Source: an optimization exercise on an open RTL-to-GDS flow (aim: small area). Production flows keep margins and buffers that such runs may drop.
In this exercise RTL edits were held to simulation tests only and were not proved equivalent to the original.
Power is estimated from default activity; no workload was simulated.

==> flow/design.v (excerpt) <==
module ALU #(parameter w = 8) (
    clk, rst, CE, IN_valid, MODE, CMD, OPA, OPB, Cin,
    ERR, RES, OF, COUT, G, L, E);
    input clk;
    input rst;
    input CE;
    input [1:0] IN_valid;
    input MODE;
    input [3:0] CMD;
    input [7:0] OPA;
    input [7:0] OPB;
    input Cin;
    output reg ERR;
    output reg OF;
    output reg COUT;
    output reg G;
    output reg L;
    output reg E;
    output reg [16:0] RES;
wire sgn_in = (CMD[3:2] == 2'b11) | (CMD[1:0] == 2'b11);   
wire [7:0] ca = {OPA[7] ^ sgn_in, OPA[6:0]};
wire [7:0] cb = {OPB[7] ^ sgn_in, OPB[6:0]};
wire [1:0] cmp_code = (ca == cb) ? 2'b11 : (ca < cb) ? 2'b01 : 2'b10;
wire [2:0] rot_amt = CMD[0] ? (3'd0 - OPB[2:0]) : OPB[2:0];
wire [7:0] rot_hot = 8'd1 << rot_amt;
reg need_a, need_b, bad;
reg rows_i, aq1_i, aq2_i, ci_i;
reg [3:0] s_i;
reg sela, selb, invb, rot;
reg [7:0] ka, kb;
always @(*) begin
    need_a = 1'b1; need_b = 1'b1; bad = 1'b0;
    rows_i = 1'b0; aq1_i = 1'b0; aq2_i = 1'b0; ci_i = 1'b0; s_i = 4'b0000;
    sela = 1'b1; selb = 1'b1; invb = 1'b0; rot = 1'b0; ka = 8'h00; kb = 8'h00;
    if (MODE) begin
        case (CMD)
  ...
clock: 6.0 ns
lec_check: 0
cap_margin: 20
core_margin: 2
core_utilization: 60
cts_buf_list: sky130_fd_sc_hd__clkbuf_4 sky130_fd_sc_hd__clkbuf_8
gpl_routability_driven: 1
place_density: 0.75
slew_margin: 20
synth_hierarchical: 1
standard.sh (not shown) runs the stock make flow with config.mk's settings and CLKGATE_MAP_FILE= SYNTH_SCRIPT=/design/flow/synth_recipe.tcl, a recipe that flattens the netlist after the stock synthesis.
==> flow/flow/run.sh <==
#!/bin/bash
# Layout flow: the standard layout (standard.sh: ORFS from synthesis to
# finish) with these changes:
#  - synthesis maps the logic with an area-oriented ABC script (deepsyn, then
#    area mapping) instead of ORFS's delay-oriented one. Only the final abc
#    call of ORFS's synthesis is changed: its -script argument is replaced.
#    Everything else, registers included, is the standard synthesis
#    (synth_recipe.tcl).
#  - the buffers that the flow puts on every input and output port are buf_1
#    cells, not the resizer's default choice;
#  - clock tree synthesis adds no dummy loads to balance the tree.
# The full output of the run goes to standard.log in this folder; ORFS keeps
# each step's own log under orfs/logs/.
set -euo pipefail
W=$(pwd)
printf '%s\n' '&get -n' '&st' '&deepsyn -T 10' '&put' 'dch' 'map -a' 'topo' 'stime -c' > "$W/abc_area_deep.script"
cat > "$W/own_synth.tcl" <<EOT
proc abc {args} {
  set i [lsearch -exact \$args -script]
  if {\$i >= 0} { lset args [expr {\$i + 1}] {$W/abc_area_deep.script} }
  yosys abc {*}\$args
}
source {$W/synth_recipe.tcl}
EOT
bash standard.sh \
  "SYNTH_SCRIPT=$W/own_synth.tcl" \
  "BUFFER_PORTS_ARGS=-buffer_cell sky130_fd_sc_hd__buf_1" \
  "CTS_ARGS=-sink_clustering_enable -repair_clock_nets -buf_list {sky130_fd_sc_hd__clkbuf_4 sky130_fd_sc_hd__clkbuf_8} -dont_use_dummy_load" \
  finish > standard.log 2>&1
Change:
- GPL_ROUTABILITY_DRIVEN: 1 -> 0
- PLACE_DENSITY: 0.75 -> 0.85
What happened: The changed run completed without violations; die area stays the same; core utilization barely changes; design area barely changes; critical path depth came out higher by 2; routed wire length came out higher by 1.5%; worst hold slack degrades by 0.0093 ns.
Change:
==> flow/run.sh (new file) <==
#!/bin/bash
# synth_recipe.tcl (not shown) runs the flow's synth.tcl, then flattens the netlist and writes it again
# the make line also repeats each setting of config.mk as NAME=value (left out here)
make -C /OpenROAD-flow-scripts/flow DESIGN_CONFIG=/design/flow/config.mk WORK_HOME=/design/flow/orfs CLKGATE_MAP_FILE= SYNTH_SCRIPT=/design/flow/synth_recipe.tcl finish
- GPL_ROUTABILITY_DRIVEN: 0 -> not set
- PLACE_DENSITY: 0.85 -> not set
removed: flow/flow/run.sh
removed: flow/standard.sh
Worst setup slack gains 0.020 ns.
Routed wire length climbs by 3.4%.
Power climbs by 0.99%.
Sequential power drops by 6.0%.

==> port drivers added, routing unchanged <==
The flow's constraints put no driver on any port. The routed layouts listed below were extracted and timed again, unchanged, in two steps. Step 1: set_driving_cell puts a clkbuf_16 on clk and a buf_2 on each other input, an assumption about the parent block. Step 2, shift: input delay + t, output delay - t, t = (earliest + latest rising clock arrival at the registers) / 2. This alone moves slack from input paths to output paths. Slacks: no drivers / after step 1 / after step 2; pairs: no drivers / after step 1.
| run | shift t [ns] | setup slack, ns | worst hold slack (ns) |
|---|---|---|---|
| the first run | 0.369 | 0.372 / 0.372 / 0.372 | 0.488 / 0.488 / 0.488 |
| the second run | 0.368 | 0.392 / 0.392 / 0.392 | 0.479 / 0.479 / 0.479 |
| the third run | 0.378 | 0.412 / 0.412 / 0.412 | 0.481 / 0.481 / 0.481 |
After both steps setup and hold are still met in every run listed.
